From an optimization exercise on the open Yosys and OpenROAD flow, aimed at small area, a short achievable clock period and few clock cycles; shortcuts taken in it are not production practice.
The RTL was checked by simulation tests, not by an equivalence proof against the original design.

## matrix_vector_mul_fp
module matrix_vector_mul_fp #(
    parameter int M = 2,
    parameter int N = 4
)(
    input  logic              clk,
    input  logic              rst,
    input  logic              start,
    input  logic [M*N*32-1:0] matrix,
    input  logic [N*32-1:0]   vector,
    output logic [M*32-1:0]   result,
    output logic              done
);
==> flow/config.mk <==
export PLATFORM = sky130hd
export DESIGN_NAME = matrix_vector_mul_fp
export DESIGN_NICKNAME = matrix_vector_mul_fp
export VERILOG_FILES = /design/flow/design.v
export SDC_FILE = /design/flow/constraint.sdc
export NUM_CORES = 8
export LEC_CHECK = 0
export CAP_MARGIN = 20
export CORE_MARGIN = 2
export CORE_UTILIZATION = 55
export SLEW_MARGIN = 20
export SYNTH_HIERARCHICAL = 1
==> flow/constraint.sdc <==
create_clock -name core_clock -period 30.0 [get_ports {clk}]
set_input_delay 6.0000 -clock core_clock [delete_from_list [all_inputs] [get_ports {clk}]]
set_output_delay 6.0000 -clock core_clock [all_outputs]
set_load 0.01 [all_outputs]
standard.sh (not shown) runs the stock make flow with config.mk's settings and CLKGATE_MAP_FILE= SYNTH_SCRIPT=/design/flow/synth_recipe.tcl, a recipe that flattens the netlist after the stock synthesis.
==> flow/flow/run.sh <==
#!/bin/bash
# The standard layout with two changes to synthesis and to timing repair:
# synthesis runs flow/synth.tcl (the standard flow's script, with ABC mapping by
# flow/abc_map.script, which does no buffering or sizing), and timing repair
# aims for 15.25 ns of setup slack, with buf_2 cells as the port buffers.
# make's output goes to synth.log and layout.log, each step's tool output
# to the ORFS logs under orfs/logs.
set -e
export FLOW_ABC_SCRIPT=$PWD/flow/abc_map.script
bash standard.sh SYNTH_SCRIPT=$PWD/flow/synth.tcl synth > synth.log 2>&1
bash standard.sh SETUP_SLACK_MARGIN=15.25 BUFFER_PORTS_ARGS="-buffer_cell sky130_fd_sc_hd__buf_2" finish > layout.log 2>&1
==> flow/flow/abc_map.script <==
&get -n
&st
&dch
&nf
&st
&syn2
&if -g -K 6
&synch2
&nf
&st
&syn2
&if -g -K 6
&synch2
&nf
&st
&syn2
&if -g -K 6
&synch2
&nf
&st
&syn2
&if -g -K 6
&synch2
&nf
&st
&syn2
&if -g -K 6
&synch2
&nf
&put
topo
stime -c
==> flow/flow/synth.tcl <==
# The standard flow's synthesis script (synth_recipe.tcl) with one change: ABC maps with
# flow/abc_map.script, which leaves out the buffering and sizing steps of
# the standard ABC script (the resizer does those after placement).
proc synth {args} { yosys synth -nofsm -noshare {*}$args }
proc abc {args} {
  set i [lsearch -exact $args -script]
  if { $i >= 0 } {
    lset args [expr {$i + 1}] $::env(FLOW_ABC_SCRIPT)
  }
  yosys abc {*}$args
}
source $::env(SCRIPTS_DIR)/synth.tcl
# left out here: clear keep_hierarchy, flatten, clean up, hide names made inside functions, write 1_2_yosys.v
The starting point finished clean.
Testbench counts at the start, summed over its fixed seeds: cycles 32,000.
Change:
--- a/flow/flow/run.sh
+++ b/flow/flow/run.sh
@@ -5 +5 @@
-# aims for 15.25 ns of setup slack, with buf_2 cells as the port buffers.
+# aims for 15.5 ns of setup slack, with buf_2 cells as the port buffers.
@@ -11 +11 @@
-bash standard.sh SETUP_SLACK_MARGIN=15.25 BUFFER_PORTS_ARGS="-buffer_cell sky130_fd_sc_hd__buf_2" finish > layout.log 2>&1
+bash standard.sh SETUP_SLACK_MARGIN=15.5 BUFFER_PORTS_ARGS="-buffer_cell sky130_fd_sc_hd__buf_2" finish > layout.log 2>&1
- CORE_UTILIZATION: 55 -> 50
- wire length is higher by 2.8%
- design area is higher by 2.2%
- final cell count is higher by 2.5%
- setup slack is better by 190 ps
Change:
--- a/flow/flow/run.sh
+++ b/flow/flow/run.sh
@@ -2 +2 @@
-# The standard layout with two changes to synthesis and to timing repair:
+# The standard layout with changes to synthesis and to timing repair:
@@ -5 +5 @@
-# aims for 15.5 ns of setup slack, with buf_2 cells as the port buffers.
+# aims for 15.25 ns of setup slack, with buf_2 cells as the port buffers.
@@ -11 +11 @@
-bash standard.sh SETUP_SLACK_MARGIN=15.5 BUFFER_PORTS_ARGS="-buffer_cell sky130_fd_sc_hd__buf_2" finish > layout.log 2>&1
+bash standard.sh SETUP_SLACK_MARGIN=15.25 BUFFER_PORTS_ARGS="-buffer_cell sky130_fd_sc_hd__buf_2" finish > layout.log 2>&1
--- a/flow/flow/synth.tcl
+++ b/flow/flow/synth.tcl
@@ -1 +1 @@
-# The standard flow's synthesis script (synth_recipe.tcl) with one change: ABC maps with
+# The standard flow's synthesis script (synth_recipe.tcl) with two changes: ABC maps with
@@ -3 +3,3 @@
-# the standard ABC script (the resizer does those after placement).
+# the standard ABC script (the resizer does those after placement), and
+# adder cells are extracted only in the fp_fa and fp_ha modules and the
+# carry-propagate adders (elsewhere ABC maps the logic smaller without them).
@@ -11,0 +14,4 @@
+# Full and half adder cells only in the adders.
+proc extract_fa {args} {
+  yosys extract_fa {*}$args fp_fa fp_ha fp_add25 fp_add25cc fp_cpa48
+}
Effect: The changed run produced a clean layout; design area fell by about 1.9%; core utilization is lower by 0.54 points; fmax came out lower by 1.1%; cell count stays flat; global-route usage drops by 0.68 points; non-clock buffer count goes down by 77; setup slack got worse by 160 ps; hold slack loses 54 ps; critical path depth increases by 3; die area decreases by 0.87%; via count shrinks by about 0.5%.
Change:
--- a/flow/flow/run.sh
+++ b/flow/flow/run.sh
@@ -2 +2 @@
-# The standard layout with changes to synthesis and to timing repair:
+# The standard layout with two changes to synthesis and to timing repair:
@@ -9,0 +10 @@
+export FLOW_ABC_AREA_SCRIPT=$PWD/flow/abc_area.script
==> flow/flow/abc_area.script (new file) <==
strash
dch
amap
topo
==> flow/flow/synth.tcl (replaced) <==
# The standard flow's synthesis script (synth_recipe.tcl) with one change: ABC maps with
# flow/abc_map.script, which leaves out the buffering and sizing steps of
# the standard ABC script (the resizer does those after placement), except
# for the exponent-compare modules fp_add_exp_cases, fp_add_exp_cases_fast
# and fp_add2_dist, whose inputs come early: those it maps for area with
# flow/abc_area.script, and without adder cells.
proc synth {args} { yosys synth -nofsm -noshare {*}$args }
proc abc {args} {
  set i [lsearch -exact $args -script]
  set speed $args
  set area $args
  if { $i >= 0 } {
    lset speed [expr {$i + 1}] $::env(FLOW_ABC_SCRIPT)
    lset area [expr {$i + 1}] $::env(FLOW_ABC_AREA_SCRIPT)
  }
  # the exponent compares have time to spare: map them for area
  yosys abc {*}$area fp_add_exp_cases fp_add_exp_cases_fast fp_add2_dist
  yosys abc {*}$speed * fp_add_exp_cases fp_add_exp_cases_fast fp_add2_dist %u %u %d
}
proc extract_fa {args} {
  yosys extract_fa {*}$args * fp_add_exp_cases fp_add_exp_cases_fast fp_add2_dist %u %u %d
}
source $::env(SCRIPTS_DIR)/synth.tcl
# left out here: clear keep_hierarchy, flatten, clean up, hide names made inside functions, write 1_2_yosys.v
Effect: Via count came out lower by 2.8%. Design area decreases by 2.2%. Cell count decreases by 2.0%. Wire length decreases by 2.7%. Die area shrinks by 1.3%. Synthesized area decreases by 1.3%. Hold slack improves by 13 ps. First-iteration DRC count goes up by 0.47%. Setup slack loses 59 ps. Clock-buffer cell count drops by 7.
Change:
--- a/flow/flow/run.sh
+++ b/flow/flow/run.sh
@@ -10 +9,0 @@
-export FLOW_ABC_AREA_SCRIPT=$PWD/flow/abc_area.script
==> flow/flow/synth.tcl (replaced) <==
# The standard flow's synthesis script (synth_recipe.tcl) with one change: ABC maps with
# flow/abc_map.script, which leaves out the buffering and sizing steps of
# the standard ABC script (the resizer does those after placement).
proc synth {args} { yosys synth -nofsm -noshare {*}$args }
proc abc {args} {
  set i [lsearch -exact $args -script]
  if { $i >= 0 } {
    lset args [expr {$i + 1}] $::env(FLOW_ABC_SCRIPT)
  }
  yosys abc {*}$args
}
source $::env(SCRIPTS_DIR)/synth.tcl
# left out here: clear keep_hierarchy, flatten, clean up, hide names made inside functions, write 1_2_yosys.v
- PLACE_DENSITY: not set -> 0.7
removed: flow/flow/abc_area.script
The changed run went through all stages and came out clean. Setup slack gets worse by 20 ps. Final area grows by 2.4%. Non-clock buffer count rose by 31. Count of clock-buffer cells in the layout grows by 3. Routed wire length goes up by about 0.64%.


## the previous run
matrix_vector_mul_fp again, from the RTL that the note above started with.
Design matrix_vector_mul_fp, start of the top module:
module matrix_vector_mul_fp #(
    parameter int M = 2,
    parameter int N = 4
)(
    input  logic              clk,
    input  logic              rst,
    input  logic              start,
    input  logic [M*N*32-1:0] matrix,
    input  logic [N*32-1:0]   vector,
    output logic [M*32-1:0]   result,
    output logic              done
);
==> flow/config.mk <==
export PLATFORM = sky130hd
export DESIGN_NAME = matrix_vector_mul_fp
export DESIGN_NICKNAME = matrix_vector_mul_fp
export VERILOG_FILES = /design/flow/design.v
export SDC_FILE = /design/flow/constraint.sdc
export NUM_CORES = 8
export LEC_CHECK = 0
export CAP_MARGIN = 20
export CORE_MARGIN = 2
export CORE_UTILIZATION = 50
export SLEW_MARGIN = 20
export SYNTH_HIERARCHICAL = 1
==> flow/constraint.sdc <==
create_clock -name core_clock -period 30.0 [get_ports {clk}]
set_input_delay 6.0000 -clock core_clock [delete_from_list [all_inputs] [get_ports {clk}]]
set_output_delay 6.0000 -clock core_clock [all_outputs]
set_load 0.01 [all_outputs]
==> flow/flow/run.sh <==
#!/bin/bash
# The standard layout with two changes to synthesis and to timing repair:
# synthesis runs flow/synth.tcl (the standard flow's script, with ABC mapping by
# flow/abc_map.script, which does no buffering or sizing), and timing repair
# aims for 15 ns of setup slack, with buf_2 cells as the port buffers.
# make's output goes to synth.log and layout.log, each step's tool output
# to the ORFS logs under orfs/logs.
set -e
export FLOW_ABC_SCRIPT=$PWD/flow/abc_map.script
bash standard.sh SYNTH_SCRIPT=$PWD/flow/synth.tcl synth > synth.log 2>&1
bash standard.sh SETUP_SLACK_MARGIN=15 BUFFER_PORTS_ARGS="-buffer_cell sky130_fd_sc_hd__buf_2" finish > layout.log 2>&1
==> flow/flow/synth.tcl <==
# The standard flow's synthesis script (synth_recipe.tcl) with one change: ABC maps with
# flow/abc_map.script, which leaves out the buffering and sizing steps of
# the standard ABC script (the resizer does those after placement).
proc synth {args} { yosys synth -nofsm -noshare {*}$args }
proc abc {args} {
  set i [lsearch -exact $args -script]
  if { $i >= 0 } {
    lset args [expr {$i + 1}] $::env(FLOW_ABC_SCRIPT)
  }
  yosys abc {*}$args
}
source $::env(SCRIPTS_DIR)/synth.tcl
# left out here: clear keep_hierarchy, flatten, clean up, hide names made inside functions, write 1_2_yosys.v
Scripts as last shown in full above: flow/flow/abc_map.script
Testbench counts of the previous run, summed over its fixed seeds: cycles 32,000.
### the previous run -> the current run
--- a/flow/flow/run.sh
+++ b/flow/flow/run.sh
@@ -4,3 +4,3 @@
 # flow/abc_map.script, which does no buffering or sizing), and timing repair
-# aims for 15 ns of setup slack, with buf_2 cells as the port buffers.
+# aims for 15.35 ns of setup slack, with buf_2 cells as the port buffers.
 # make's output goes to synth.log and layout.log, each step's tool output
@@ -10,2 +10,2 @@
 bash standard.sh SYNTH_SCRIPT=$PWD/flow/synth.tcl synth > synth.log 2>&1
-bash standard.sh SETUP_SLACK_MARGIN=15 BUFFER_PORTS_ARGS="-buffer_cell sky130_fd_sc_hd__buf_2" finish > layout.log 2>&1
+bash standard.sh SETUP_SLACK_MARGIN=15.35 BUFFER_PORTS_ARGS="-buffer_cell sky130_fd_sc_hd__buf_2" finish > layout.log 2>&1
### Flow results
- The current run completed end to end with timing, DRC and antenna clean.
- Summary of the current run over the previous run: share of final-layout standard cells stronger than drive strength 1 increased 1.2 points; via count increased 1.8%; clock network area share essentially unchanged.
- Changes observed in the current run relative to the previous run: maximum buffer depth of the clock tree comparable; post-layout minimum cycle time now smaller.
- Diff the previous run -> the current run | pin count of the biggest net entering global routing | up by a few percent
- Re routed wire length: the current run and the previous run aren't equal, and the lower value belongs to the previous run.
- Ratio of final minimum period to clock period: the current run vs the previous run down 1.2 points
- Sort the current run and the previous run by met2 layer usage reported by global route, ascending, and the previous run comes first.

[what the ideal ports hide]
The flow's constraints put no driver on any port. The routed layouts listed below were extracted and timed again, unchanged, in two steps. Step 1: set_driving_cell puts a clkbuf_16 on clk and a buf_2 on each other input, an assumption about the parent block. Step 2 adds t to the input delays and takes it off the output delays; t is the mean of the earliest and latest rising clock arrival at the registers after step 1. Input paths then give back, and output paths get back, about the clock's delay inside the block. Slacks: no drivers / after step 1 / after step 2; pairs: no drivers / after step 1.
| run | shift t [ns] | setup WS [ns] | slew at the worst register clock pin (ns) |
|---|---|---|---|
| the first run of note 1 | 0.672 | 15.437 / 15.357 / 14.685 | 0.07 / 0.07 |
| the second run of note 1 | 0.667 | 15.625 / 15.525 / 14.858 | 0.08 / 0.08 |
| the third run of note 1 | 0.694 | 15.464 / 15.442 / 14.748 | 0.07 / 0.07 |
| the fourth run of note 1 | 0.689 | 15.406 / 15.296 / 14.607 | 0.07 / 0.07 |
| the fifth run of note 1 | 0.700 | 15.386 / 15.379 / 14.680 | 0.08 / 0.08 |
| the previous run | 0.669 | 15.194 / 15.190 / 14.564 | 0.07 / 0.07 |
| the current run | 0.665 | 15.541 / 15.358 / 14.693 | 0.07 / 0.07 |
After both steps setup and hold are still met in every run listed. The setup slack of the current run, which loses most, moves by -0.183 ns with the drivers and by -0.848 ns with both steps.
